From an optimization exercise on the open Yosys and OpenROAD flow, aimed at small area, a short achievable clock period and few clock cycles per item; shortcuts taken in it are not production practice. Where RTL was checked, it was by simulation tests only, not by an equivalence proof against the original. The RTL of runs 1 to 6 was laid out without a check of its function.

[flow/design.v]
module huffman_top (
    input         clk,
    input         reset,
    input         gray_valid,
    input  [7:0]  gray_data,
    output        CNT_valid,
    output [47:0] CNT,
    output        code_valid,
    output [47:0] HC,
    output [47:0] M
);
reg        vld, srt, mrg, clr, cnt_v, code_v, srt_d, mrg_d;
reg  [4:1] F;
always @(posedge clk or posedge reset) begin
    if (reset) begin
        vld <= 1'b0; srt <= 1'b0; mrg <= 1'b0; clr <= 1'b1;
        F <= 4'b0; cnt_v <= 1'b0; code_v <= 1'b0;
        srt_d <= 1'b0; mrg_d <= 1'b0;
    end else begin
        vld    <= gray_valid;
        cnt_v  <= vld && !gray_valid;
        code_v <= mrg && !F[1];
        clr    <= mrg && !F[1];
        srt_d  <= srt;
        mrg_d  <= mrg;
        if (vld && !gray_valid) begin
            srt <= 1'b1;
            F   <= 4'b1111;
        end else if (srt || mrg) begin
            if (!F[1]) begin
                srt <= 1'b0;
                mrg <= srt;
                F   <= {4{srt}};
            end else
                F <= {1'b0, F[4:2]};
        end
    end
end
reg  [6:0] R [0:5];
reg  [2:0] p [0:5];
reg  [4:0] hc [0:5];
reg  [4:0] mk [0:5];
reg  [5:1] bq;
wire [6:0] sum = R[0] + R[1];
wire [6:0] X = ({7{srt}} & R[0]) | ({7{mrg}} & sum);
wire [7:0] b;
assign b[0] = 1'b0;
assign b[1] = srt && (F[1] || R[1] < X);
assign b[2] = (srt && F[2]) || R[2] < X;
assign b[3] = (srt && F[3]) || R[3] < X;
assign b[4] = (srt && F[4]) || R[4] < X;
assign b[5] = R[5] < X;
assign b[6] = 1'b0;
assign b[7] = 1'b0;
wire [5:0] inc;
genvar g;
generate for (g = 0; g < 6; g = g + 1) begin : sym
    assign inc[g] = gray_valid && (gray_data[2:0] == ((g == 5) ? 3'd1 : g + 2));
end endgenerate
integer m;
reg [6:0] r1, r2, ra, rb;
reg       s1, s0;
always @(posedge clk) begin
    for (m = 0; m < 6; m = m + 1) begin
        r1 = (m < 5) ? R[m + 1] : 7'd127;
        r2 = (m < 4) ? R[m + 2] : 7'd127;
        ra = srt ? r1 : r2;
        rb = mrg ? r1 : R[m] + inc[m];
        s1 = (srt && b[m + 1]) || (mrg && b[m + 2]);
        s0 = (srt && b[m]) || (mrg && b[m + 1]) || ((srt || mrg) && m == 0) || clr;
        R[m] <= s1 ? ra : s0 ? X : rb;
    end
    bq <= b[5:1];
end
wire [5:1] t = srt_d ? bq[5:1] : {1'b0, bq[5:2]};
wire [2:0] q = {t[4], t[2] & !t[4], (t[1] & !t[2]) | (t[3] & !t[4]) | t[5]};
integer k;
reg [2:0] pc;
reg       bp;
always @(posedge clk) begin
    for (k = 0; k < 6; k = k + 1) begin
        bp = (p[k] == 3'd0) ? 1'b0 : bq[p[k]];
        if (srt_d)
            pc = (p[k] == 3'd0) ? q : bp ? p[k] - 3'd1 : p[k];
        else if (mrg_d)
            pc = (p[k] < 3'd2) ? q : bp ? p[k] - 3'd2 : p[k] - 3'd1;
        else
            pc = p[k];
        if (srt || mrg)
            p[k] <= pc;
        else
            p[k] <= (k == 0) ? 3'd5 : k - 1;
        if (mrg && pc < 3'd2) begin
            mk[k] <= {mk[k][3:0], 1'b1};
            hc[k] <= hc[k] | ((pc == 3'd0) ? ({mk[k][3:0], 1'b1} & ~mk[k]) : 5'd0);
        end else if (!mrg) begin
            mk[k] <= 5'd0;
            hc[k] <= 5'd0;
        end
    end
end
assign CNT_valid  = cnt_v;
assign code_valid = code_v;
assign CNT = {1'b0, R[5], 1'b0, R[0], 1'b0, R[1], 1'b0, R[2], 1'b0, R[3], 1'b0, R[4]};
assign HC  = {3'b0, hc[0], 3'b0, hc[1], 3'b0, hc[2], 3'b0, hc[3], 3'b0, hc[4], 3'b0, hc[5]};
assign M   = {3'b0, mk[0], 3'b0, mk[1], 3'b0, mk[2], 3'b0, mk[3], 3'b0, mk[4], 3'b0, mk[5]};
endmodule
[flow/flow/run.sh]
#!/bin/bash
set -euo pipefail
export BUFFER_PORTS_ARGS="-buffer_cell sky130_fd_sc_hd__buf_1"
export SETUP_SLACK_MARGIN=6.5
bash standard.sh finish > flow.log 2>&1
[flow/standard.sh]
#!/bin/bash
# synth_recipe.tcl (not shown) runs the flow's synth.tcl, then flattens the netlist and writes it again
# the make line also repeats each setting of config.mk as NAME=value (left out here)
make -C /OpenROAD-flow-scripts/flow DESIGN_CONFIG=/design/flow/config.mk WORK_HOME=/design/flow/orfs CLKGATE_MAP_FILE= SYNTH_SCRIPT=/design/flow/synth_recipe.tcl "${@:-finish}"
[flow/config.mk]
export PLATFORM = sky130hd
export DESIGN_NAME = huffman_top
export DESIGN_NICKNAME = huffman_top
export VERILOG_FILES = /design/flow/design.v
export SDC_FILE = /design/flow/constraint.sdc
export NUM_CORES = 4
export LEC_CHECK = 0
export CAP_MARGIN = 20
export CORE_MARGIN = 2
export CORE_UTILIZATION = 40
export SLEW_MARGIN = 20
[flow/constraint.sdc]
create_clock -name core_clock -period 10.0 [get_ports {clk}]
set_input_delay 2.0000 -clock core_clock [delete_from_list [all_inputs] [get_ports {clk}]]
set_output_delay 2.0000 -clock core_clock [all_outputs]
set_load 0.01 [all_outputs]
==> impl_metrics.ini, run 1 <==
[outcome]
status = timing/DRC/antenna clean

[floorplanning]
fp-row-count = 59
start_util_pct = 40.9
die_area_um2 = 28100
die_w_um = 168
core-area_um2 = 26200
io_pins = 157
dieHeight_um = 168

[drt]
drt_iter0_markers = 857
drc = 0
drt_pre_antenna_iters = 8
drt-wirelength-per-cell_um = 18.7
final_antenna_net_count = 0
routed_wl_um = 31300
vias = 9742
vias_per_cell = 5.83

[placement]
post_dp_cell_area_um2 = 11200
hpwl_um = 20700
io_buffers = 109
pre_cts_ws_ns = 5.67
gp_congestion = 0.873
dp_cells = 1586

[sta]
slew-limit-headroom_pct = 38.5
setup_violations = 0
min_period_ns = 3.67
hold_viol_final = 0
tns_ns = 0
tightestPinTransition_ns = 0.920
clock.fmax_mhz = 272
rsz0062_at_grt = true
timing.final.crit_share_pct = 36.7
fin_skew_ns = 0.00908
setup_ws_ns = 6.33
slew_violations = 0

[global_routing]
grtUsageTotal_pct = 21.5
grt_max_degree = 60
grt_antenna_before_repair = 0
grt_remaining_overflow = 0
grt_pass1_wl_um = 49400
grt_pass1_vias = 9376

[worst_hold_path]
hold_depth = 2
holdCritPathClass = reg -> reg
hp-start = mk[4][0]
holdPathEnd = mk[4][0]

[final_layout]
antennaDiodeCount = 0
layout.nets = 1408
regArea_um2 = 3380
multi_input_area_um2 = 7250
final_cell_area_um2 = 12900
drive_gt1_share_pct = 18.0
fin_util_pct = 49.4
final.fill_count = 2433
area_growth_pct = 20.8
final_cells = 1672

[clock_tree]
cts.htree.levels = 4
clockRootBuffer = clkbuf_16
cts-hold-fix-buffers = 0
clock-sinks = 137
clock_latency_ns = 0.42
clk_pin_slew_ns = 0.06
numCtsBuffers = 17
tritoncts = yes
clockBufferDepth = 2

[logic_synthesis]
synthTopCellsByArea = edfxtp_1 15%, dfxtp_1 13%, ha_1 8.4%, mux2i_1 3.9%, buf_4 2.9%
ys_ff_latch = 137
synth_edf_count = 54
yosys_most_used_dff = dfxtp_1
synth.top_cell.area_share_pct = 15.1
synth_top_area_cell = edfxtp_1
synthTopCellsByCount = 72 x ha_1, 71 x dfxtp_1, 71 x nor2_1
synthDistinctLibCells = 95
synthCells = 1204
synth-seq-area-share_pct = 31.2
syn_avg_cell_area_um2 = 8.89
netlist_area_um2 = 10700
async_reset_ff_share_pct = 8.76
yosysWarnings = 5
yosysMostFrequentCell = ha_1

[critical_path]
crit_type = reg -> reg
cp_max_fo = 10
cp-start-kind = register
critPathArrivalTime_ns = 3.98
r2r_cells = 17
ff2ff_setup_slack_ns = 6.33
end_kind = register
required_ns = 10.31
reg2reg_from = R[1][0]
r2r_end = R[1][1]

[run]
maxCapViolCount = 0
## repair_timing
item,CTS,global route
setup endpoints to repair,61,78
resized for setup,77,56
cloned,3,0
setup buffers,34,17
pin swaps,30,33
## worst max-delay path by stage
| stage | slack (ns) | endpoint | depth (start not counted) | startpoint |
|---|---|---|---|---|
| final | 6.33 | R[1][1] | 17 | R[1][0] |
| after global routing | 6.22 | R[1][1] | 17 | R[1][0] |
| after detailed placement | 5.67 | R[2][6] | 14 | R[1][0] |
| after CTS | 6.44 | R[2][5] | 16 | R[1][0] |
| after global placement | 5.65 | R[2][6] | 14 | R[1][0] |
| after floorplan | 6.50 | R[4][2] | 14 | R[1][0] |
## routing by layer
metal / GRT usage (%) / up-vias / part of all wire, %
met4: 6.69 / 0 / 1.9
li1: - / 4678 / -
met2: 37.1 / 335 / 49
met3: 3.78 / 39 / 4.9
met5: 0 / - / 0
met1: 27.5 / 4690 / 44
## stage by stage
step | hold slack, ns
floorplan | 0.349
global placement | 0.511
detailed placement | 0.520
CTS | 0.529
global route | 0.573
finish | 0.527
## area by class of cell
class | instances | share of cell area, %
inverter | 67 | 2.06
tap | 335 | 3.24
clock buffer | 20 | 3.45
clock inverter | 12 | 1.70
multi-input combinational | 930 | 56.0
timing repair buffer | 171 | 7.44
sequential | 137 | 26.1
## layout by cell type, fill, tap and decap left out, types with 16 or more instances in the layout
cell type	synthesis	routed
a31oi_1	25	22
nor2b_1	21	21
dfxtp_1	71	59
nand2b_1	27	25
edfxtp_1	54	54
nand2_1	69	69
a211oi_1	27	24
xor2_1	16	16
xnor2_1	24	24
nor2_1	71	67
o21ai_0	50	46
and2_1	27	25
o21a_1	24	24
ha_1	72	58
mux2i_1	42	41
conb_1	1	42
nor3_1	33	32
mux2_2	22	19
clkbuf_16	0	17
buf_4	42	45
a21oi_1	48	40
nand3_1	41	39
buf_1	2	109
inv_1	65	61
## critical path: stages, from the launching register on
cell and delay, ns:
dfxtp_4 0.36, ha_4 0.16, fa_2 0.39, a21oi_4 0.18, o31ai_4 0.10, nor2b_1 0.15
a22o_4 0.18, clkinvlp_4 0.14, buf_6 0.16, ha_4 0.16, a21oi_4 0.24, nand2_1 0.12
o31ai_1 0.41, a211oi_2 0.14, buf_4 0.20, buf_12 0.14, a211oi_1 0.27, a21oi_2 0.04
## kinds of logic (layout without fill, tap and decap cells)
family,after synthesis,after routing,synth area share [%]
buf+inv,179,270,8.10
compound gates,339,339,23.4
xor+xnor,40,40,3.27
other cells,1,42,0.0350
simple gates,366,367,18.1
mux,69,69,7.29
fa+ha+maj,73,73,8.60
flops,137,137,31.2
## state kept, by name (all words and copies together), names as in the netlist, 4 cells and up
register  flops
mk           30
p            18
bq            5
F             4
hc           30
R            42
==> run 2: changes to the inputs <==
--- a/flow/design.v
+++ b/flow/design.v
@@ -9,20 +9,17 @@
     output [47:0] HC,
     output [47:0] M
 );
-reg        vld, srt, mrg, clr, cnt_v, code_v, srt_d, mrg_d;
+reg        vld, srt, mrg, clr, cnt_v, code_v;
 reg  [4:1] F;
 always @(posedge clk or posedge reset) begin
     if (reset) begin
         vld <= 1'b0; srt <= 1'b0; mrg <= 1'b0; clr <= 1'b1;
         F <= 4'b0; cnt_v <= 1'b0; code_v <= 1'b0;
-        srt_d <= 1'b0; mrg_d <= 1'b0;
     end else begin
         vld    <= gray_valid;
         cnt_v  <= vld && !gray_valid;
         code_v <= mrg && !F[1];
         clr    <= mrg && !F[1];
-        srt_d  <= srt;
-        mrg_d  <= mrg;
         if (vld && !gray_valid) begin
             srt <= 1'b1;
             F   <= 4'b1111;
@@ -40,7 +37,6 @@
 reg  [2:0] p [0:5];
 reg  [4:0] hc [0:5];
 reg  [4:0] mk [0:5];
-reg  [5:1] bq;
 wire [6:0] sum = R[0] + R[1];
 wire [6:0] X = ({7{srt}} & R[0]) | ({7{mrg}} & sum);
 wire [7:0] b;
@@ -70,29 +66,36 @@
         s0 = (srt && b[m]) || (mrg && b[m + 1]) || ((srt || mrg) && m == 0) || clr;
         R[m] <= s1 ? ra : s0 ? X : rb;
     end
-    bq <= b[5:1];
 end
-wire [5:1] t = srt_d ? bq[5:1] : {1'b0, bq[5:2]};
-wire [2:0] q = {t[4], t[2] & !t[4], (t[1] & !t[2]) | (t[3] & !t[4]) | t[5]};
+wire [5:1] t = srt ? b[5:1] : {1'b0, b[5:2]};
+wire [2:0] q = {t[3], t[2] & !t[5], t[1] & !t[4]};
+function [2:0] jdec1(input [2:0] j);    
+    jdec1 = {!j[0], j[2], j[1]};
+endfunction
+function [2:0] jdec2(input [2:0] j);    
+    jdec2 = {!j[1], !j[0], j[2]};
+endfunction
+function [5:0] jhot(input [2:0] j);     
+    jhot = {j[2] & !j[1], j[1] & !j[0], j[2] & j[0], !j[2] & j[1], !j[1] & j[0], !j[2] & !j[0]};
+endfunction
+localparam [17:0] PINIT = {3'b110, 3'b111, 3'b011, 3'b001, 3'b000, 3'b100};
 integer k;
-reg [2:0] pc;
-reg       bp;
+reg [5:0] h;
+reg       bp, first2;
 always @(posedge clk) begin
     for (k = 0; k < 6; k = k + 1) begin
-        bp = (p[k] == 3'd0) ? 1'b0 : bq[p[k]];
-        if (srt_d)
-            pc = (p[k] == 3'd0) ? q : bp ? p[k] - 3'd1 : p[k];
-        else if (mrg_d)
-            pc = (p[k] < 3'd2) ? q : bp ? p[k] - 3'd2 : p[k] - 3'd1;
+        h = jhot(p[k]);
+        bp = |(h[5:1] & b[5:1]);
+        first2 = h[0] | h[1];
+        if (srt)
+            p[k] <= h[0] ? q : bp ? jdec1(p[k]) : p[k];
+        else if (mrg)
+            p[k] <= first2 ? q : bp ? jdec2(p[k]) : jdec1(p[k]);
         else
-            pc = p[k];
-        if (srt || mrg)
-            p[k] <= pc;
-        else
-            p[k] <= (k == 0) ? 3'd5 : k - 1;
-        if (mrg && pc < 3'd2) begin
+            p[k] <= PINIT[3 * k +: 3];
+        if (mrg && first2) begin
             mk[k] <= {mk[k][3:0], 1'b1};
-            hc[k] <= hc[k] | ((pc == 3'd0) ? ({mk[k][3:0], 1'b1} & ~mk[k]) : 5'd0);
+            hc[k] <= hc[k] | (h[0] ? ({mk[k][3:0], 1'b1} & ~mk[k]) : 5'd0);
         end else if (!mrg) begin
             mk[k] <= 5'd0;
             hc[k] <= 5'd0;
==> flow/flow/run.sh (replaced) <==
#!/bin/bash
set -euo pipefail
export BUFFER_PORTS_ARGS="-buffer_cell sky130_fd_sc_hd__buf_1"
bash standard.sh finish > flow.log 2>&1
==> impl_metrics.ini, run 2 <==
[critical_path]
cp-start-kind = register
crit_type = reg -> reg
end_kind = register
required_ns = 10.26
reg2reg_from = R[1][0]
crit_slowest_cell = a22oi_2
critPathMostFrequentCell = ha_1
r2r_end = R[4][4]
ff2ff_setup_slack_ns = 5.25
critPathArrivalTime_ns = 5.01
crit_chain = ha_1, fa_1, a21o_1, a22o_1, mux2i_1, a221o_1, inv_1, ha_1, and4_1, and2_1, a22oi_2, a21oi_1, o22ai_1, a221oi_1
cp_slowest_stage_delay_ns = 0.68
cp_max_fo = 11
r2r_cells = 14

[final_layout]
top_regs = R: 42 flops, hc: 30 flops, mk: 30 flops
drive_gt1_share_pct = 7.74
layout.nets = 1158
layout_commonest_cell = nor2_1
antennaDiodeCount = 0
area_growth_pct = 12.0
most-common-layout-cells = 121 x nor2_1, 109 x buf_1, 76 x nand2_1
final_cells = 1396
largest_register_ff_count = 42
top_register = R

[clock_tree]
cts_resized = 0
cts-hold-fix-buffers = 0
clockBufferDepth = 2
cts.htree.levels = 4
clockRootBuffer = clkbuf_16
clock-sinks = 130
numCtsBuffers = 17
cts_setup_buffers = 0
clock_latency_ns = 0.43
clk_pin_slew_ns = 0.06
tritoncts = yes

[logic_synthesis]
ys_ff_latch = 130
synth_edf_count = 72
synthTopCellsByArea = edfxtp_1 24%, dfxtp_1 11%, ha_1 6.6%, nor2_1 5.0%, mux2i_1 4.2%
yosysMostFrequentCell = nor2_1
synth-seq-area-share_pct = 37.2
netlist_area_um2 = 9070
synthCells = 1013
synth.top_cell.area_share_pct = 23.8
async_reset_ff_share_pct = 7.69
synthDistinctLibCells = 87
synthTopCellsByCount = 121 x nor2_1, 76 x nand2_1, 72 x edfxtp_1
yosys_most_used_dff = edfxtp_1
syn_avg_cell_area_um2 = 8.96
yosysWarnings = 5
synth_top_area_cell = edfxtp_1

[global_routing]
grt_antenna_before_repair = 0
grtUsageTotal_pct = 20.6
grt_pass1_vias = 7442
grt_max_degree = 68
grt_pass1_wl_um = 39700
grt_remaining_overflow = 0

[worst_hold_path]
hp-start = vld
holdCritPathClass = reg -> reg
hold_depth = 2
holdPathEnd = srt

[sta]
min_period_ns = 4.75
slew_violations = 0
slew-limit-headroom_pct = 35.3
tns_ns = 0
rsz0062_at_grt = false
tightestPinTransition_ns = 0.963
clock.fmax_mhz = 211
hold_viol_final = 0
setup_violations = 0
timing.final.crit_share_pct = 47.5
fin_skew_ns = 0.00970

[floorplanning]
dieHeight_um = 155
core-area_um2 = 22400
die_area_um2 = 23900
fp-row-count = 55
die_w_um = 155
start_util_pct = 40.4
io_pins = 157

[drt]
drt-wirelength-per-cell_um = 17.5
drt_pre_antenna_iters = 5
routed_wl_um = 24500
vias = 7821
vias_per_cell = 5.60
drt_iter0_markers = 579
final_antenna_net_count = 0
drc = 0

[placement]
gp_congestion = 0.840
dp_cells = 1364
hpwl_um = 17100
io_buffers = 109

[outcome]
status = timing/DRC/antenna clean

[run]
maxCapViolCount = 0
-- run 2: cell count changes in the layout (fill, tap and decap cells not counted), moves of 11 or more --
cell	before	now
buf_6	12	0
nand2b_1	25	9
o21ai_1	4	19
dfxtp_1	59	48
a211oi_1	24	13
nor2_1	67	121
ha_4	12	0
buf_4	45	7
o21a_1	24	3
nand3_1	39	26
and2_1	25	5
edfxtp_1	54	72
a21oi_1	40	56
-- run 2: worst max-delay path: cells and delay by family (launching register included) --
family | cells | cell delay (ns)
flip-flops | 1 | 0.36
AND/OR/NAND/NOR | 2 | 0.42
buffers and inverters | 1 | 0.27
adder cells (fa/ha/maj) | 3 | 0.96
multiplexers | 1 | 0.12
AO/OA/AOI/OAI | 7 | 2.44
-- run 2: routing by layer --
metal / vias up / share of wire [%] / wire, um / global-route usage [%]
li1: 3824 / - / - / -
met1: 3760 / 45 / 11100 / 26.8
met2: 219 / 49 / 11900 / 35.0
met3: 18 / 4.9 / 1190 / 3.81
met4: 0 / 1.1 / 264 / 5.82
met5: - / 0 / 0 / 0
-- run 2: how the worst max path moves through the flow --
stage	from	endpoint	slack, ns	cells after the start
final	R[1][0]	R[4][4]	5.25	14
after global routing	R[1][0]	p[1][0]	4.94	14
after CTS	R[1][0]	p[1][0]	5.27	13
after detailed placement	R[1][0]	p[1][1]	5.29	13
after global placement	R[1][0]	p[1][0]	5.31	13
after floorplan	R[0][0]	p[5][0]	6.11	15
-- run 2: area by class of cell --
| cell class | instances | area, um2 |
|---|---|---|
| repair buffers | 116 | 462 |
| clock buffers | 19 | 443 |
| fillers | 2240 | 12300 |
| flip-flops and latches | 130 | 3380 |
| clock inverters | 13 | 184 |
| well taps | 285 | 357 |
| inverters | 53 | 199 |
| multi-input cells | 780 | 5140 |
-- run 2: stage by stage --
| step | setup WS (ns) | util (%) | hold slack [ns] | cell area, um2 |
|---|---|---|---|---|
| final | 5.25 | 45.3 | 0.503 | 10200 |
| after floorplan | 6.11 | - | 0.461 | 9230 |
| after global routing | 4.94 | 45.3 | 0.545 | 10200 |
| after CTS | 5.27 | 45.3 | 0.499 | 10200 |
| after global placement | 5.31 | 42.5 | 0.493 | 9530 |
| after detailed placement | 5.29 | 42.5 | 0.485 | 9530 |
-- run 2: kinds of logic after synthesis --
| family | share of synthesized area [%] |
|---|---|
| AND/OR/NAND/NOR | 15.4 |
| buffers and inverters | 7.87 |
| XOR/XNOR | 2.99 |
| other | 0.0413 |
| AO/OA/AOI/OAI | 22.0 |
| adder cells (fa/ha/maj) | 6.84 |
| flip-flops | 37.2 |
| multiplexers | 7.67 |
==> run 3: changes to the inputs <==
--- a/flow/design.v
+++ b/flow/design.v
@@ -37,15 +37,26 @@
 reg  [2:0] p [0:5];
 reg  [4:0] hc [0:5];
 reg  [4:0] mk [0:5];
-wire [6:0] sum = R[0] + R[1];
-wire [6:0] X = ({7{srt}} & R[0]) | ({7{mrg}} & sum);
+wire [6:0] r0g = clr ? 7'd0 : R[0];
+wire [6:0] r1g = mrg ? R[1] : 7'd0;
+wire [6:0] X = r0g + r1g;
+function lt3(input [6:0] a, input [6:0] c, input [6:0] r);
+    reg [6:0] s, k;
+    reg [7:0] t;
+    begin
+        s = a ^ c ^ ~r;
+        k = (a & c) | (a & ~r) | (c & ~r);
+        t = {1'b0, s} + {k[5:0], 1'b0};
+        lt3 = k[6] | t[7];
+    end
+endfunction
 wire [7:0] b;
 assign b[0] = 1'b0;
-assign b[1] = srt && (F[1] || R[1] < X);
-assign b[2] = (srt && F[2]) || R[2] < X;
-assign b[3] = (srt && F[3]) || R[3] < X;
-assign b[4] = (srt && F[4]) || R[4] < X;
-assign b[5] = R[5] < X;
+assign b[1] = srt && (F[1] || R[1] < R[0]);
+assign b[2] = (srt && F[2]) || lt3(r0g, r1g, R[2]);
+assign b[3] = (srt && F[3]) || lt3(r0g, r1g, R[3]);
+assign b[4] = (srt && F[4]) || lt3(r0g, r1g, R[4]);
+assign b[5] = lt3(r0g, r1g, R[5]);
 assign b[6] = 1'b0;
 assign b[7] = 1'b0;
 wire [5:0] inc;
--- a/flow/config.mk
+++ b/flow/config.mk
@@ -8,4 +8,5 @@
 export CAP_MARGIN = 20
 export CORE_MARGIN = 2
 export CORE_UTILIZATION = 40
+export CTS_BUF_LIST = sky130_fd_sc_hd__clkbuf_8
 export SLEW_MARGIN = 20
==> impl_metrics.ini, run 3 <==
[outcome]
status = timing/DRC/antenna clean

[floorplanning]
fp-row-count = 55
die_w_um = 156
die_area_um2 = 24300
core-area_um2 = 22600
dieHeight_um = 156
io_pins = 157
start_util_pct = 40.8

[sta]
slew-limit-headroom_pct = 22.2
setup_violations = 0
fin_skew_ns = 0.0202
rsz0062_at_grt = false
hold_viol_final = 0
timing.final.crit_share_pct = 53.9
slew_violations = 0
tightestPinTransition_ns = 1.16
tns_ns = 0
min_period_ns = 5.39
hold_ws_ns = 0.513
clock.fmax_mhz = 186
setup_ws_ns = 4.61

[logic_synthesis]
synthCells = 1031
syn_avg_cell_area_um2 = 8.96
synth_edf_count = 72
yosysWarnings = 5
netlist_area_um2 = 9230
async_reset_ff_share_pct = 7.69
synth.top_cell.area_share_pct = 23.4
synthTopCellsByCount = 126 x nor2_1, 83 x inv_1, 72 x edfxtp_1
synth_top_area_cell = edfxtp_1
synth-seq-area-share_pct = 36.5
yosysMostFrequentCell = nor2_1
synthTopCellsByArea = edfxtp_1 23%, dfxtp_1 10%, ha_1 6.1%, nor2_1 5.1%, fa_1 4.6%
yosys_most_used_dff = edfxtp_1
ys_ff_latch = 130
synthDistinctLibCells = 77

[critical_path]
crit_slowest_cell = nor2_1
crit_type = reg -> reg
cp_max_fo = 57
critPathArrivalTime_ns = 5.50
critPathMostFrequentCell = inv_1
ff2ff_setup_slack_ns = 4.61
required_ns = 10.11
cp_slowest_stage_delay_ns = 0.89
cp-start-kind = register
path_buf_inv = 3
crit_chain = buf_4, and2_1, inv_1, fa_1, inv_1, ha_1, nand2_1, o2111ai_1, a21o_1, nor2_1, o21ai_0, a221oi_1, o311ai_0
crit_family = compound AO/OA/AOI/OAI gates
end_kind = register

[placement]
pre_cts_ws_ns = 4.71
io_buffers = 109
post_dp_cell_area_um2 = 9640
dp_cells = 1373
gp_congestion = 0.851
hpwl_um = 17800

[final_layout]
final_cell_area_um2 = 10000
antennaDiodeCount = 0
most-common-layout-cells = 126 x nor2_1, 109 x buf_1, 83 x inv_1
layout.nets = 1185
drive_gt1_share_pct = 6.69
final_cells = 1406
top_regs = R: 42 flops, hc: 30 flops, mk: 30 flops
largest_register_ff_count = 42
layout_commonest_cell = nor2_1
final.fill_count = 2255
area_growth_pct = 8.58
fin_util_pct = 44.3
top_register = R

[global_routing]
grt_pass1_vias = 7235
grtUsageTotal_pct = 20.2
grt_antenna_before_repair = 0
grt_max_degree = 58
grt_pass1_wl_um = 38900
grt_remaining_overflow = 0

[clock_tree]
clk_pin_slew_ns = 0.08
clock-sinks = 130
numCtsBuffers = 17
cts.htree.levels = 4
tritoncts = yes
cts-hold-fix-buffers = 0
clockRootBuffer = clkbuf_8
clock_latency_ns = 0.47
clockBufferDepth = 2
cts_setup_buffers = 0
cts_resized = 0

[drt]
vias_per_cell = 5.39
vias = 7581
routed_wl_um = 24300
drt_pre_antenna_iters = 5
drt_iter0_markers = 628
final_antenna_net_count = 0
drt-wirelength-per-cell_um = 17.3
drc = 0

[worst_hold_path]
holdCritPathClass = reg -> reg

[run]
maxCapViolCount = 0
[run 3: cell count changes in the layout (fill, tap and decap cells not counted), moves of 13 or more]
cell / previous run / this run
inv_1: 52 / 83
clkbuf_8: 1 / 17
nand2_1: 76 / 63
clkbuf_16: 17 / 0
fa_1: 1 / 21
[run 3: worst paths after layout]
check,cells past startpoint,end,from
max,13,p[3][1],mrg
min,2,srt,vld
max reg2reg,13,p[3][1],mrg
min reg2reg,2,srt,vld
max in group asynchronous,2,clr,reset
min in group asynchronous,2,cnt_v,reset
[run 3: final cells by class]
cell class	instances	area (um2)	area share [%]
Multi-Input combinational cell	761	5150	51.4
Sequential cell	130	3380	33.7
Timing Repair Buffer	113	439	4.38
Tap cell	285	357	3.56
Inverter	85	319	3.18
Clock buffer	17	234	2.33
Clock inverter	15	146	1.46
[run 3: cell families after synthesis]
kind of cell | after synthesis | share of synthesized area [%]
AOI/OAI and AO/OA | 259 | 18.2
xor gates and xnor gates | 47 | 4.46
adders and majority gates | 66 | 10.7
buffers and inverters | 181 | 9.31
DFF | 130 | 36.5
muxes | 53 | 6.06
other | 1 | 0.0406
and+or+nand+nor | 294 | 14.7
[run 3: worst reg2reg max path, cell delays in order (launching register included)]
cell	delay (ns)
dfrtp_2	0.66
buf_4	0.60
and2_1	0.44
inv_1	0.11
fa_1	0.51
inv_1	0.04
ha_1	0.30
nand2_1	0.08
o2111ai_1	0.31
a21o_1	0.32
nor2_1	0.89
o21ai_0	0.17
a221oi_1	0.28
o311ai_0	0.34
[run 3: metal layers]
metal,vias up,part of all wire [%],global-route usage (%)
met2,189,49,34.6
li1,3737,-,-
met5,-,0,0
met1,3631,45,26.6
met4,0,1.4,5.90
met3,24,4.2,3.14
==> run 4: changes to the inputs <==
--- a/flow/config.mk
+++ b/flow/config.mk
@@ -8,5 +8,5 @@
 export CAP_MARGIN = 20
 export CORE_MARGIN = 2
 export CORE_UTILIZATION = 40
-export CTS_BUF_LIST = sky130_fd_sc_hd__clkbuf_8
+export CTS_BUF_LIST = sky130_fd_sc_hd__clkbuf_2 sky130_fd_sc_hd__clkbuf_4 sky130_fd_sc_hd__clkbuf_8
 export SLEW_MARGIN = 20
==> impl_metrics.ini, run 4 <==
[outcome]
status = timing/DRC/antenna clean

[drt]
drt_pre_antenna_iters = 5
routed_wl_um = 24300
drt-wirelength-per-cell_um = 17.3
drt_iter0_markers = 628
vias = 7581
drc = 0
vias_per_cell = 5.39
final_antenna_net_count = 0

[clock_tree]
cts.htree.levels = 4
clock_latency_ns = 0.47
cts_resized = 0
clockBufferDepth = 2
cts_setup_buffers = 0
clockRootBuffer = clkbuf_8
cts-hold-fix-buffers = 0
clock-sinks = 130
tritoncts = yes
clk_pin_slew_ns = 0.08
numCtsBuffers = 17

[sta]
slew_violations = 0
tns_ns = 0
slew-limit-headroom_pct = 22.2
hold_ws_ns = 0.513
setup_ws_ns = 4.61
tightestPinTransition_ns = 1.16
fin_skew_ns = 0.0202
clock.fmax_mhz = 186
rsz0062_at_grt = false
hold_viol_final = 0
timing.final.crit_share_pct = 53.9
min_period_ns = 5.39
setup_violations = 0

[logic_synthesis]
yosys.area_share.xor_xnor_pct = 4.46
synth-seq-area-share_pct = 36.5
yosys_most_used_dff = edfxtp_1
yosysMostFrequentCell = nor2_1
synth_simple_gate_area_share_pct = 14.7
synth-adder-area-share_pct = 10.7
synth_edf_count = 72
synthDistinctLibCells = 77
muxShareOfSynthArea_pct = 6.06
ys_ff_latch = 130
netlist_area_um2 = 9230
synth_compound_area_share_pct = 18.2
synthCells = 1031
syn_avg_cell_area_um2 = 8.96
async_reset_ff_share_pct = 7.69
yosysWarnings = 5
synthTopCellsByArea = edfxtp_1 23%, dfxtp_1 10%, ha_1 6.1%, nor2_1 5.1%, fa_1 4.6%
synth_top_area_cell = edfxtp_1
synth.top_cell.area_share_pct = 23.4
synthTopCellsByCount = 126 x nor2_1, 83 x inv_1, 72 x edfxtp_1
synth_top_family_by_area = compound AO/OA/AOI/OAI gates

[floorplanning]
io_pins = 157
start_util_pct = 40.8
fp-row-count = 55
die_area_um2 = 24300
die_w_um = 156
dieHeight_um = 156
core-area_um2 = 22600

[final_layout]
largest_register_ff_count = 42
final.fill_count = 2255
drive_gt1_share_pct = 6.69
antennaDiodeCount = 0
top_regs = R: 42 flops, hc: 30 flops, mk: 30 flops
area_growth_pct = 8.58
layout_commonest_cell = nor2_1
most-common-layout-cells = 126 x nor2_1, 109 x buf_1, 83 x inv_1
final_cell_area_um2 = 10000
top_register = R
layout.nets = 1185

[critical_path]
cp_max_fo = 57
crit_type = reg -> reg
required_ns = 10.11
critPathArrivalTime_ns = 5.50
end_kind = register
ff2ff_setup_slack_ns = 4.61
cp-start-kind = register

[placement]
io_buffers = 109
hpwl_um = 17800
gp_congestion = 0.851
pre_cts_ws_ns = 4.71
post_dp_cell_area_um2 = 9640

[global_routing]
grt_max_degree = 58
met3_usage_pct = 3.14
grt_util_met1_pct = 26.6
grt_remaining_overflow = 0
grt_pass1_wl_um = 38900
met2_usage_pct = 34.6
grtUsageTotal_pct = 20.2
grt_pass1_vias = 7235
gr-max-usage-layer = met2
grt_antenna_before_repair = 0

[worst_hold_path]
holdCritPathClass = reg -> reg

[run]
maxCapViolCount = 0
-- run 4: cell counts in the layout (fill, tap and decap cells not counted) --
Identical to the previous run, type by type.
-- run 4: metal layers --
metal	routed length, um	share of wire, %
met1	11000	45
met4	343	1.4
met5	0	0
met3	1020	4.2
met2	11900	49
-- run 4: stage by stage --
stage                     util (%)  instances
after floorplan                  -       1072
after global routing          44.3       1406
after CTS                     44.2       1405
after detailed placement      42.6       1373
after global placement        42.6       1373
final                         44.3       1406
-- run 4: kinds of logic (layout without fill, tap and decap cells) --
| kind of cell | after synthesis | in the layout |
|---|---|---|
| buffers and inverters | 181 | 230 |
| flip-flops | 130 | 130 |
| AND/OR/NAND/NOR | 294 | 294 |
| adder cells (fa/ha/maj) | 66 | 66 |
| other | 1 | 42 |
| XOR/XNOR | 47 | 47 |
| multiplexers | 53 | 53 |
| AO/OA/AOI/OAI | 259 | 259 |
-- run 4: worst max-delay path, cell delays in order, from the launching register on --
cell	delay (ns)
dfrtp_2	0.66
buf_4	0.59
and2_1	0.40
inv_1	0.11
fa_1	0.51
inv_1	0.04
ha_1	0.30
nand2_1	0.08
o2111ai_1	0.31
a21o_1	0.32
nor2_1	0.89
o21ai_0	0.17
a221oi_1	0.28
o311ai_0	0.34
-- run 4: path summary, 6_finish.rpt --
check,start,to,depth (start not counted)
max reg2reg,mrg,p[3][1],13
min reg2reg,vld,srt,2
min,vld,srt,2
max,mrg,p[3][1],13
min in group asynchronous,reset,cnt_v,2
max in group asynchronous,reset,clr,2
-- run 4: final cells by class --
class	count	area, um2	area share [%]
multi-input combinational	761	5150	51.4
tap	285	357	3.56
clock inverter	15	146	1.46
timing repair buffer	113	439	4.38
inverter	85	319	3.18
sequential	130	3380	33.7
clock buffer	17	234	2.33
==> run 5: changes to the inputs <==
--- a/flow/design.v
+++ b/flow/design.v
@@ -65,14 +65,15 @@
     assign inc[g] = gray_valid && (gray_data[2:0] == ((g == 5) ? 3'd1 : g + 2));
 end endgenerate
 integer m;
-reg [6:0] r1, r2, ra, rb;
+reg [6:0] r1, r2, ra, rb, ones;
 reg       s1, s0;
 always @(posedge clk) begin
     for (m = 0; m < 6; m = m + 1) begin
         r1 = (m < 5) ? R[m + 1] : 7'd127;
         r2 = (m < 4) ? R[m + 2] : 7'd127;
         ra = srt ? r1 : r2;
-        rb = mrg ? r1 : R[m] + inc[m];
+        ones = {&R[m][5:0], &R[m][4:0], &R[m][3:0], &R[m][2:0], &R[m][1:0], R[m][0], 1'b1};
+        rb = mrg ? r1 : R[m] ^ (ones & {7{inc[m]}});
         s1 = (srt && b[m + 1]) || (mrg && b[m + 2]);
         s0 = (srt && b[m]) || (mrg && b[m + 1]) || ((srt || mrg) && m == 0) || clr;
         R[m] <= s1 ? ra : s0 ? X : rb;
==> flow/flow/run.sh (replaced) <==
#!/bin/bash
set -euo pipefail
export BUFFER_PORTS_ARGS="-buffer_cell sky130_fd_sc_hd__buf_1"
export SETUP_SLACK_MARGIN=7
bash standard.sh finish > flow.log 2>&1
--- a/flow/config.mk
+++ b/flow/config.mk
@@ -8,5 +8,5 @@
 export CAP_MARGIN = 20
 export CORE_MARGIN = 2
 export CORE_UTILIZATION = 40
-export CTS_BUF_LIST = sky130_fd_sc_hd__clkbuf_2 sky130_fd_sc_hd__clkbuf_4 sky130_fd_sc_hd__clkbuf_8
+export CTS_BUF_LIST = sky130_fd_sc_hd__clkbuf_8
 export SLEW_MARGIN = 20
==> impl_metrics.ini, run 5 <==
[floorplanning]
die_w_um = 157
dieHeight_um = 157
die_area_um2 = 24600
start_util_pct = 41.0
core-area_um2 = 22800
fp-row-count = 55
io_pins = 157

[clock_tree]
clock-sinks = 130
cts.htree.levels = 4
clockBufferDepth = 2
clockRootBuffer = clkbuf_8
numCtsBuffers = 17
cts-hold-fix-buffers = 0
clock_latency_ns = 0.48
tritoncts = yes
clk_pin_slew_ns = 0.09

[logic_synthesis]
synth-seq-area-share_pct = 36.1
synthTopCellsByArea = edfxtp_1 23%, dfxtp_1 10%, nor2_1 5.6%, ha_1 5.2%, fa_1 4.5%
synth.top_cell.area_share_pct = 23.2
synthDistinctLibCells = 81
syn_avg_cell_area_um2 = 8.69
yosysWarnings = 5
yosys_most_used_dff = edfxtp_1
synth_top_area_cell = edfxtp_1
async_reset_ff_share_pct = 7.69
synth_edf_count = 72
synthTopCellsByCount = 140 x nor2_1, 90 x nand2_1, 82 x inv_1
ys_ff_latch = 130
netlist_area_um2 = 9340
synthCells = 1075
yosysMostFrequentCell = nor2_1

[global_routing]
grtUsageTotal_pct = 24.1
grt_antenna_before_repair = 0
grt_pass1_vias = 8406
grt_pass1_wl_um = 46000
grt_max_degree = 63
grt_remaining_overflow = 0

[critical_path]
required_ns = 10.36
startpoint = clr
cp_max_fo = 4
critPathArrivalTime_ns = 3.93
end_kind = register
crit_type = reg -> reg
r2r_cells = 12
cp-start-kind = register
r2r_end = R[2][4]
ff2ff_setup_slack_ns = 6.43
reg2reg_from = clr

[sta]
tightestPinTransition_ns = 0.978
hold_viol_final = 0
fin_skew_ns = 0.0162
slew-limit-headroom_pct = 34.3
slew_violations = 0
setup_violations = 0
timing.final.crit_share_pct = 35.7
clock.fmax_mhz = 280
tns_ns = 0
hold_ws_ns = 0.512
setup_ws_ns = 6.43
min_period_ns = 3.57
rsz0062_at_grt = true

[drt]
vias = 9330
wl_met2_um = 15600
drt_iter0_markers = 743
final_antenna_net_count = 0
drc = 0
wl_met3_um = 2060
drt_pre_antenna_iters = 5
vias_per_cell = 5.53
top_layer = met4
m1WireLength_um = 12900
drt-wirelength-per-cell_um = 18.8
routed_wl_um = 31700

[final_layout]
final.fill_count = 1920
most-common-layout-cells = 172 x buf_4, 117 x nor2_1, 82 x nand2_1
top_register = R
area_growth_pct = 45.4
multi_input_area_um2 = 6290
final_cell_area_um2 = 13600
top_regs = R: 42 flops, hc: 30 flops, mk: 30 flops
antennaDiodeCount = 0
regArea_um2 = 3550
layout_commonest_cell = buf_4
drive_gt1_share_pct = 42.8
final_cells = 1686
layout.nets = 1431
largest_register_ff_count = 42
fin_util_pct = 59.6

[placement]
io_buffers = 109
hpwl_um = 18600
post_dp_cell_area_um2 = 10100
dp_cells = 1443
pre_cts_ws_ns = 5.64
gp_congestion = 0.896

[worst_hold_path]
holdPathEnd = mk[4][0]
hp-start = mk[4][0]
hold_depth = 2
holdCritPathClass = reg -> reg

[run]
maxCapViolCount = 0

[outcome]
status = timing/DRC/antenna clean
[run 5: changes by cell type after synthesis, sizes merged, moves of 7 or more]
cell	delta
mux2	-10
and2	+10
nor3b	-7
nand2	+28
a211oi	+9
nand3	-10
nor2	+14
clkbuf	+9
[run 5: logic make-up (layout without fill, tap and decap cells)]
family / Yosys count / in the layout / share of synthesized area (%)
other cells: 1 / 42 / 0.0402
xor+xnor: 47 / 47 / 4.41
compound gates: 268 / 270 / 18.9
buf+inv: 188 / 442 / 9.45
fa+ha+maj: 60 / 60 / 9.73
mux: 39 / 39 / 4.40
flops: 130 / 130 / 36.1
simple gates: 342 / 343 / 17.0
[run 5: worst max path at each step]
stage                          to  cells after the start
after floorplan           R[2][3]                     16
after global placement    R[1][0]                     13
after detailed placement  R[1][0]                     13
after CTS                 R[2][1]                     12
after global routing      p[5][0]                     16
final                     R[2][4]                     12
[run 5: repair_timing]
action	CTS	global route
setup buffers	134	71
pin swaps	52	53
gates resized for setup	244	190
setup endpoints to repair	180	172
cloned	4	2
[run 5: worst max-delay path, stage by stage (launching register included)]
cell	delay, ns
dfstp_4	0.51
nor2_2	0.18
inv_2	0.11
fa_1	0.50
inv_1	0.05
ha_1	0.33
and4_1	0.25
a21boi_4	0.15
or4_4	0.46
a221o_4	0.47
buf_4	0.16
a2111oi_4	0.22
a221oi_2	0.07
[run 5: routing by layer]
metal	GRT usage (%)	vias up
li1	-	4308
met1	31.1	4542
met2	40.8	398
met3	3.66	82
met4	8.91	0
met5	0	-
[run 5: cell type report]
type | count | share of cell area [%]
timing repair buffer | 326 | 19.3
sequential | 130 | 26.1
clock inverter | 14 | 1.23
clock buffer | 18 | 1.82
tap | 313 | 2.88
inverter | 84 | 2.34
multi-input combinational | 801 | 46.3
==> run 6: changes to the inputs <==
==> flow/flow/run.sh (replaced) <==
#!/bin/bash
set -euo pipefail
export BUFFER_PORTS_ARGS="-buffer_cell sky130_fd_sc_hd__buf_1"
export SETUP_SLACK_MARGIN=6.5
bash standard.sh finish > flow.log 2>&1
==> impl_metrics.ini, run 6 <==
[outcome]
status = timing/DRC/antenna clean

[critical_path]
path_buf_inv = 3
end_kind = register
crit_type = reg -> reg
critPathArrivalTime_ns = 3.79
cp_slowest_stage_delay_ns = 0.72
crit_family = compound AO/OA/AOI/OAI gates
cp-start-kind = register
cp_max_fo = 10
crit_chain = buf_8, nor2_4, buf_12, fa_1, ha_1, o21ai_0, o211a_1, buf_4, nand2_4, a311o_1, a221o_1
required_ns = 10.21
crit_slowest_cell = dfstp_4

[global_routing]
grt_max_degree = 86
grt_pass1_vias = 7746
grt_remaining_overflow = 0
grt_antenna_before_repair = 0
grt_pass1_wl_um = 42200
grtUsageTotal_pct = 22.0

[drt]
vias_per_cell = 5.49
drt-wirelength-per-cell_um = 18.1
drc = 0
routed_wl_um = 27500
vias = 8344
drt_iter0_markers = 735
final_antenna_net_count = 0
drt_pre_antenna_iters = 6

[logic_synthesis]
synthCells = 1075
ys_ff_latch = 130
synth_top_area_cell = edfxtp_1
synth_edf_count = 72
synth.top_cell.area_share_pct = 23.2
async_reset_ff_share_pct = 7.69
yosysWarnings = 5
syn_avg_cell_area_um2 = 8.69
yosys_most_used_dff = edfxtp_1
synthTopCellsByCount = 140 x nor2_1, 90 x nand2_1, 82 x inv_1
synthDistinctLibCells = 81
yosysMostFrequentCell = nor2_1
synthTopCellsByArea = edfxtp_1 23%, dfxtp_1 10%, nor2_1 5.6%, ha_1 5.2%, fa_1 4.5%
synth-seq-area-share_pct = 36.1
netlist_area_um2 = 9340

[sta]
timing.final.crit_share_pct = 35.8
min_period_ns = 3.58
tightestPinTransition_ns = 1.01
hold_viol_final = 0
slew-limit-headroom_pct = 32.6
clock.fmax_mhz = 280
slew_violations = 0
fin_skew_ns = 0.0104
setup_violations = 0
rsz0062_at_grt = true
tns_ns = 0

[final_layout]
drive_gt1_share_pct = 15.9
final_cells = 1521
layout_commonest_cell = nor2_1
final.fill_count = 2214
multi_input_area_um2 = 5780
top_regs = R: 42 flops, hc: 30 flops, mk: 30 flops
largest_register_ff_count = 42
regArea_um2 = 3390
antennaDiodeCount = 0
top_register = R
most-common-layout-cells = 130 x nor2_1, 108 x buf_1, 87 x nand2_1
area_growth_pct = 19.6
layout.nets = 1266

[worst_hold_path]
holdCritPathClass = reg -> reg

[floorplanning]
die_area_um2 = 24600
start_util_pct = 41.0
dieHeight_um = 157
fp-row-count = 55
core-area_um2 = 22800
io_pins = 157
die_w_um = 157

[clock_tree]
numCtsBuffers = 17
clockRootBuffer = clkbuf_8
cts.htree.levels = 4
clock_latency_ns = 0.47
cts-hold-fix-buffers = 0
tritoncts = yes
clk_pin_slew_ns = 0.09
clockBufferDepth = 2
clock-sinks = 130

[placement]
io_buffers = 109
gp_congestion = 0.892
hpwl_um = 18400
dp_cells = 1442

[run]
maxCapViolCount = 0
## run 6: cell types whose count changed in the layout (fill, tap and decap cells not counted), sizes merged
cell,previous run,this run
and4b,4,5
clkinvlp,3,2
clkinv,1,3
buf,268,160
bufbuf,2,0
nor2b,9,8
clkbuf,74,18
## run 6: metal layers
layer  track usage (%)  wire (um)  vias to the layer above
met5                 0          0                        -
met4              6.38        434                        0
met3              3.41       1670                       42
met2              37.2      13500                      293
met1              29.2      11900                     4031
li1                  -          -                     3978
## run 6: per-stage QoR
stage	hold slack [ns]	setup slack (ns)	area (um2)	utilization, %
2_1_floorplan	0.464	6.46	9690	-
3_3_place_gp	0.505	5.53	9910	43.5
3_5_place_dp	0.501	5.44	9920	43.5
4_1_cts	0.522	6.47	10800	47.6
5_1_grt	0.566	6.35	11200	49.0
6_report	0.524	6.42	11200	49.0
## run 6: cell families after synthesis
kind of cell | synth area share, %
simple gates | 17.0
compound gates | 18.9
buf+inv | 9.45
flops | 36.1
fa+ha+maj | 9.73
xor+xnor | 4.41
mux | 4.40
other cells | 0.0402
## run 6: worst register-to-register path: stages, from the launching register on
cell and delay (ns):
dfstp_4 0.72, buf_8 0.16, nor2_4 0.06, buf_12 0.14
fa_1 0.45, ha_1 0.32, o21ai_0 0.19, o211a_1 0.29
buf_4 0.16, nand2_4 0.12, a311o_1 0.39, a221o_1 0.33
## run 6: path summary, 6_finish.rpt
check                       from      end  slack, ns  depth (start not counted)
setup reg to reg             clr  p[0][0]       6.42                         11
setup / recovery             clr  p[0][0]       6.42                         11
hold / removal              F[4]     F[4]       0.52                          2
min in group asynchronous  reset     F[2]       1.48                          2
hold reg to reg             F[4]     F[4]       0.52                          2
max in group asynchronous  reset      clr       8.19                          2
## run 6: what timing repair did
action / CTS / global route
gates cloned: 2 / 1
resized for setup: 56 / 45
buffers inserted: 31 / 13
setup endpoints to repair: 78 / 66
hold endpoints to repair: 0 / 0
pin swaps: 16 / 22
## run 6: final cells by class
| type | count | area share [%] |
|---|---|---|
| Timing Repair Buffer | 161 | 7.91 |
| Multi-Input combinational cell | 801 | 51.8 |
| Sequential cell | 130 | 30.3 |
| Tap cell | 313 | 3.51 |
| Inverter | 84 | 2.85 |
| Clock buffer | 17 | 2.10 |
| Clock inverter | 15 | 1.54 |
==> run 7: changes to the inputs <==
--- a/flow/design.v
+++ b/flow/design.v
@@ -9,12 +9,12 @@
     output [47:0] HC,
     output [47:0] M
 );
-reg        vld, srt, mrg, clr, cnt_v, code_v;
+reg        vld, srt, mrg, clr, cnt_v, code_v, nsrt;
 reg  [4:1] F;
 always @(posedge clk or posedge reset) begin
     if (reset) begin
         vld <= 1'b0; srt <= 1'b0; mrg <= 1'b0; clr <= 1'b1;
-        F <= 4'b0; cnt_v <= 1'b0; code_v <= 1'b0;
+        F <= 4'b0; cnt_v <= 1'b0; code_v <= 1'b0; nsrt <= 1'b1;
     end else begin
         vld    <= gray_valid;
         cnt_v  <= vld && !gray_valid;
@@ -22,10 +22,12 @@
         clr    <= mrg && !F[1];
         if (vld && !gray_valid) begin
             srt <= 1'b1;
+            nsrt <= 1'b0;
             F   <= 4'b1111;
         end else if (srt || mrg) begin
             if (!F[1]) begin
                 srt <= 1'b0;
+                nsrt <= 1'b1;
                 mrg <= srt;
                 F   <= {4{srt}};
             end else
@@ -37,9 +39,8 @@
 reg  [2:0] p [0:5];
 reg  [4:0] hc [0:5];
 reg  [4:0] mk [0:5];
-wire [6:0] r0g = clr ? 7'd0 : R[0];
-wire [6:0] r1g = mrg ? R[1] : 7'd0;
-wire [6:0] X = r0g + r1g;
+wire [6:0] X = (clr ? 7'd0 : R[0]) + (mrg ? R[1] : 7'd0);
+wire [6:0] r1c = nsrt ? R[1] : 7'd0;
 function lt3(input [6:0] a, input [6:0] c, input [6:0] r);
     reg [6:0] s, k;
     reg [7:0] t;
@@ -53,10 +54,10 @@
 wire [7:0] b;
 assign b[0] = 1'b0;
 assign b[1] = srt && (F[1] || R[1] < R[0]);
-assign b[2] = (srt && F[2]) || lt3(r0g, r1g, R[2]);
-assign b[3] = (srt && F[3]) || lt3(r0g, r1g, R[3]);
-assign b[4] = (srt && F[4]) || lt3(r0g, r1g, R[4]);
-assign b[5] = lt3(r0g, r1g, R[5]);
+assign b[2] = (srt && F[2]) || lt3(R[0], r1c, R[2]);
+assign b[3] = (srt && F[3]) || lt3(R[0], r1c, R[3]);
+assign b[4] = (srt && F[4]) || lt3(R[0], r1c, R[4]);
+assign b[5] = lt3(R[0], r1c, R[5]);
 assign b[6] = 1'b0;
 assign b[7] = 1'b0;
 wire [5:0] inc;
==> flow/flow/run.sh (replaced) <==
#!/bin/bash
set -euo pipefail
export BUFFER_PORTS_ARGS="-buffer_cell sky130_fd_sc_hd__buf_1"
export SETUP_SLACK_MARGIN=6.8
bash standard.sh finish > flow.log 2>&1
==> impl_metrics.ini, run 7 <==
[clock_tree]
tritoncts = yes
clk_pin_slew_ns = 0.09
clock-sinks = 131
clockBufferDepth = 2
numCtsBuffers = 17
cts-hold-fix-buffers = 0
cts.htree.levels = 4
clockRootBuffer = clkbuf_8
clock_latency_ns = 0.48

[drt]
drc = 0
drt-wirelength-per-cell_um = 17.8
routed_wl_um = 27800
vias_per_cell = 5.43
drt_iter0_markers = 703
vias = 8482
final_antenna_net_count = 0
drt_pre_antenna_iters = 5

[placement]
hpwl_um = 17700
gp_congestion = 0.853
io_buffers = 109
dp_cells = 1457

[global_routing]
grt_antenna_before_repair = 0
grt_max_degree = 71
grt_remaining_overflow = 0
grt_pass1_wl_um = 42300
grtUsageTotal_pct = 21.8
grt_pass1_vias = 7804

[logic_synthesis]
synth.top_cell.area_share_pct = 22.7
synth_top_area_cell = edfxtp_1
syn_avg_cell_area_um2 = 8.79
netlist_area_um2 = 9510
ys_ff_latch = 131
synth-seq-area-share_pct = 35.8
yosys_most_used_dff = edfxtp_1
synthDistinctLibCells = 79
synth_edf_count = 72
yosysWarnings = 5
async_reset_ff_share_pct = 8.40
yosysMostFrequentCell = nor2_1
synthCells = 1081
synthTopCellsByArea = edfxtp_1 23%, dfxtp_1 10%, fa_1 5.3%, nor2_1 5.1%, ha_1 5.0%
synthTopCellsByCount = 129 x nor2_1, 94 x nand2_1, 80 x inv_1

[floorplanning]
dieHeight_um = 158
die_area_um2 = 25000
io_pins = 157
core-area_um2 = 23400
die_w_um = 158
fp-row-count = 56
start_util_pct = 40.6

[worst_hold_path]
holdPathEnd = R[4][5]
hold_depth = 2
hp-start = R[5][5]
holdCritPathClass = reg -> reg

[final_layout]
top_register = R
layout.nets = 1303
final.fill_count = 2171
layout_commonest_cell = nor2_1
area_growth_pct = 25.5
antennaDiodeCount = 0
top_regs = R: 42 flops, hc: 30 flops, mk: 30 flops
most-common-layout-cells = 125 x nor2_1, 104 x buf_1, 85 x nand2_1
largest_register_ff_count = 42
drive_gt1_share_pct = 22.1
final_cells = 1561

[run]
maxCapViolCount = 0

[sta]
slew-limit-headroom_pct = 30.3
slew_violations = 0
timing.final.crit_share_pct = 34.5
clock.fmax_mhz = 290
hold_viol_final = 0
rsz0062_at_grt = true
setup_violations = 0
tns_ns = 0
tightestPinTransition_ns = 1.04
fin_skew_ns = 0.0110
min_period_ns = 3.45

[critical_path]
reg2reg_from = nsrt
critPathArrivalTime_ns = 3.81
cp_max_fo = 7
r2r_end = R[1][6]
end_kind = register
cp-start-kind = register
r2r_cells = 14
crit_type = reg -> reg
ff2ff_setup_slack_ns = 6.55
required_ns = 10.36

[outcome]
status = timing/DRC/antenna clean
==> run 7: metrics by stage <==
stage	hold slack (ns)	setup WS (ns)	utilization, %	area (um2)
floorplan	0.449	6.73	-	9760
global placement	0.462	5.83	42.9	10000
detailed placement	0.467	5.79	42.9	10000
CTS	0.497	6.65	48.2	11300
global route	0.498	6.47	51.0	11900
finish	0.495	6.55	51.0	11900
==> run 7: layout make-up <==
| type | instances | area, um2 | share of cell area (%) |
|---|---|---|---|
| clock buffers | 17 | 234 | 1.96 |
| clock inverters | 15 | 194 | 1.63 |
| inverters | 80 | 304 | 2.55 |
| multi-input cells | 817 | 6160 | 51.6 |
| flip-flops and latches | 131 | 3450 | 28.9 |
| well taps | 319 | 399 | 3.35 |
| repair buffers | 181 | 1190 | 9.94 |
| repair inverters | 1 | 5.00 | 0.0419 |
==> run 7: logic make-up (layout without fill, tap and decap cells) <==
family,after synthesis,in the layout,share of synthesized area (%)
xor+xnor,43,43,3.96
flops,131,131,35.8
simple gates,360,363,17.9
compound gates,259,260,18.2
mux,46,46,4.92
other cells,1,42,0.0395
fa+ha+maj,63,63,10.3
buf+inv,178,294,8.96
==> run 7: critical path: stages, from the launching register on <==
cell      delay, ns
dfstp_2        0.63
and2_4         0.22
buf_6          0.10
buf_6          0.08
fa_2           0.44
ha_4           0.17
and4_4         0.18
a211oi_2       0.23
buf_4          0.16
o21ai_4        0.06
a22oi_2        0.26
nor2b_4        0.32
buf_6          0.15
mux2i_2        0.21
o21ai_1        0.10
==> run 7: routing by layer <==
layer | part of all wire [%] | vias to the layer above | GRT usage, %
li1 | - | 4040 | -
met1 | 43 | 4132 | 27.9
met2 | 49 | 256 | 37.1
met3 | 5.3 | 54 | 3.91
met4 | 2.5 | 0 | 7.46
met5 | 0 | - | 0
==> run 7: how the worst max path moves through the flow <==
stage / from / end / slack [ns]
after floorplan: nsrt / p[1][0] / 6.73
after global placement: nsrt / R[1][1] / 5.83
after detailed placement: nsrt / R[1][1] / 5.79
after CTS: nsrt / p[5][1] / 6.65
after global routing: nsrt / R[1][6] / 6.47
final: nsrt / R[1][6] / 6.55
==> run 7: timing repair <==
item | in CTS | in global routing
setup endpoints to repair | 96 | 86
gates resized for setup | 107 | 108
pin swaps | 42 | 54
cloned | 5 | 3
setup buffers | 43 | 21
Testbench counts of run 7, summed over its fixed seeds: cycles 35,840, images 320.
==> run 8: changes to the inputs <==
==> flow/flow/run.sh (replaced) <==
#!/bin/bash
set -euo pipefail
export BUFFER_PORTS_ARGS="-buffer_cell sky130_fd_sc_hd__buf_1"
export SETUP_SLACK_MARGIN=6.5
bash standard.sh finish > flow.log 2>&1
==> impl_metrics.ini, run 8 <==
[floorplanning]
fp-row-count = 56
start_util_pct = 40.6
dieHeight_um = 158
io_pins = 157
die_area_um2 = 25000
die_w_um = 158
core-area_um2 = 23400

[logic_synthesis]
netlist_area_um2 = 9510
synth-seq-area-share_pct = 35.8
synthTopCellsByArea = edfxtp_1 23%, dfxtp_1 10%, fa_1 5.3%, nor2_1 5.1%, ha_1 5.0%
async_reset_ff_share_pct = 8.40
yosys.area_share.xor_xnor_pct = 3.96
synth_top_area_cell = edfxtp_1
ys_ff_latch = 131
synth_edf_count = 72
yosys_most_used_dff = edfxtp_1
yosysWarnings = 5
synth_simple_gate_area_share_pct = 17.9
synth_top_family_by_area = compound AO/OA/AOI/OAI gates
syn_avg_cell_area_um2 = 8.79
synthDistinctLibCells = 79
synth.top_cell.area_share_pct = 22.7
synthCells = 1081
muxShareOfSynthArea_pct = 4.92
synthTopCellsByCount = 129 x nor2_1, 94 x nand2_1, 80 x inv_1
synth_compound_area_share_pct = 18.2
yosysMostFrequentCell = nor2_1
synth-adder-area-share_pct = 10.3

[global_routing]
grt_max_degree = 80
grt_pass1_vias = 7381
grt_pass1_wl_um = 39900
grt_remaining_overflow = 0
grtUsageTotal_pct = 20.5
grt_antenna_before_repair = 0

[critical_path]
required_ns = 10.23
reg2reg_from = nsrt
r2r_end = p[5][1]
cp_slowest_stage_delay_ns = 0.65
end_kind = register
crit_type = reg -> reg
cp-start-kind = register
cp_max_fo = 10
crit_slowest_cell = dfstp_2
crit_chain = and2_4, fa_1, ha_1, nand4_1, or2_2, o211ai_1, buf_6, nand2b_2, o21a_2, o21ai_0, a22o_1
critPathArrivalTime_ns = 3.65
r2r_cells = 11
ff2ff_setup_slack_ns = 6.58

[run]
maxCapViolCount = 0

[worst_hold_path]
hp-start = F[4]
hold_depth = 1
holdPathEnd = F[4]
holdCritPathClass = reg -> reg

[final_layout]
antennaDiodeCount = 0
layout_commonest_cell = nor2_1
area_growth_pct = 15.1
top_regs = R: 42 flops, hc: 30 flops, mk: 30 flops
multi_input_area_um2 = 5690
drive_gt1_share_pct = 11.6
top_register = R
most-common-layout-cells = 128 x nor2_1, 108 x buf_1, 90 x nand2_1
final.fill_count = 2353
largest_register_ff_count = 42
final_cells = 1527
layout.nets = 1269
regArea_um2 = 3400

[placement]
dp_cells = 1457
hpwl_um = 17900
gp_congestion = 0.897
io_buffers = 109

[sta]
fin_skew_ns = 0.0195
min_period_ns = 3.42
tightestPinTransition_ns = 1.13
tns_ns = 0
hold_viol_final = 0
slew_violations = 0
slew-limit-headroom_pct = 24.7
rsz0062_at_grt = true
timing.final.crit_share_pct = 34.2
clock.fmax_mhz = 292
setup_violations = 0

[clock_tree]
clockBufferDepth = 2
cts.htree.levels = 4
clock-sinks = 131
numCtsBuffers = 17
clk_pin_slew_ns = 0.09
clock_latency_ns = 0.47
clockRootBuffer = clkbuf_8
tritoncts = yes

[drt]
routed_wl_um = 26000
final_antenna_net_count = 0
drt_iter0_markers = 631
vias = 8240
drt-wirelength-per-cell_um = 17.1
drt_pre_antenna_iters = 6
drc = 0
vias_per_cell = 5.40

[outcome]
status = timing/DRC/antenna clean
==> run 8: changes by cell type in the layout (fill, tap and decap cells not counted), moves of 9 or more <==
cell      previous run  this run
o21ai_1             24        15
dfxtp_2             20         0
ha_4                12         3
a211oi_2            13         3
dfxtp_1             23        48
buf_6               24         3
o21ai_0             40        53
==> run 8: worst max-delay path by stage <==
stage,from,end,slack [ns],cells past startpoint
global route,nsrt,p[5][1],6.44,11
floorplan,nsrt,p[1][0],6.59,11
global placement,nsrt,R[2][3],5.66,9
detailed placement,nsrt,R[1][1],5.60,10
CTS,nsrt,p[0][0],6.46,10
finish,nsrt,p[5][1],6.58,11
==> run 8: worst max-delay path, delay by kind of cell, from the launching register on <==
kind	cells	cell delay, ns
AOI/OAI and AO/OA	4	0.82
adders and majority gates	2	0.75
DFF	1	0.65
and+or+nand+nor	4	0.77
buffers and inverters	1	0.19
==> run 8: metrics by stage <==
step / utilization [%] / hold slack [ns] / instance area, um2 / setup WS [ns]
finish: 46.8 / 0.488 / 10900 / 6.58
global route: 46.8 / 0.515 / 10900 / 6.44
CTS: 45.2 / 0.485 / 10600 / 6.46
detailed placement: 42.6 / 0.471 / 9960 / 5.60
global placement: 42.5 / 0.462 / 9960 / 5.66
floorplan: - / 0.449 / 9660 / 6.59
==> run 8: cell families (layout without fill, tap and decap cells) <==
| logic type | count (synthesis) | in the layout |
|---|---|---|
| xor+xnor | 43 | 43 |
| buf+inv | 178 | 262 |
| flops | 131 | 131 |
| mux | 46 | 46 |
| compound gates | 259 | 259 |
| other cells | 1 | 42 |
| simple gates | 360 | 362 |
| fa+ha+maj | 63 | 63 |
==> run 8: layer usage <==
metal  up-vias  GRT usage [%]  part of all wire [%]
li1       3955              -                     -
met1      3970           27.3                    45
met2       278           33.9                    48
met3        37           3.97                   5.7
met4         0           5.92                   1.8
met5         -              0                     0
==> run 8: timing repair <==
action | CTS | global route
buffers inserted | 14 | 19
pin swaps | 8 | 17
cloned | 3 | 2
endpoints found under the setup margin | 67 | 68
resized for setup | 23 | 49
hold buffers | 0 | 0
==> run 8: area by class of cell <==
class	instances	area share, %
clock inverters	15	1.23
flip-flops and latches	131	31.1
multi-input cells	815	52.0
clock buffers	17	2.14
inverters	80	2.78
repair buffers	149	7.05
well taps	319	3.65
repair inverters	1	0.0457

[what the ideal ports hide]
The flow's constraints put no driver on any port. The routed layouts listed below were extracted and timed again, unchanged, in two steps.
Step 1: set_driving_cell puts a clkbuf_16 on clk and a buf_2 on each other input, an assumption about the parent block.
Step 2 adds t to the input delays and takes it off the output delays; t is the mean of the earliest and latest rising clock arrival at the registers after step 1. Input paths then give back, and output paths get back, about the clock's delay inside the block.
Slacks: ideal / step 1 / step 2; pairs: ideal / step 1.
run	shift t [ns]	setup slack, ns	worst setup path at the end	latest minus earliest clock arrival (ns)	pins driven straight from the clock port
run 1	0.465	6.328 / 6.328 / 6.148	input to register	0.009 / 0.009	1
run 2	0.463	5.251 / 5.251 / 5.251	register to register	0.010 / 0.010	1
run 3	0.500	4.612 / 4.612 / 4.612	register to register	0.020 / 0.020	1
run 4	0.500	4.612 / 4.612 / 4.612	register to register	0.020 / 0.020	1
run 5	0.511	6.426 / 6.426 / 6.298	input to register	0.016 / 0.016	1
run 6	0.508	6.423 / 6.423 / 6.199	input to register	0.011 / 0.011	1
run 7	0.518	6.552 / 6.552 / 6.287	input to register	0.011 / 0.011	1
run 8	0.500	6.576 / 6.576 / 6.208	input to register	0.020 / 0.020	1
After both steps every run listed still meets setup and hold. The setup slack of run 8, which loses most, moves by 0.000 ns with the drivers and by -0.368 ns with both steps.
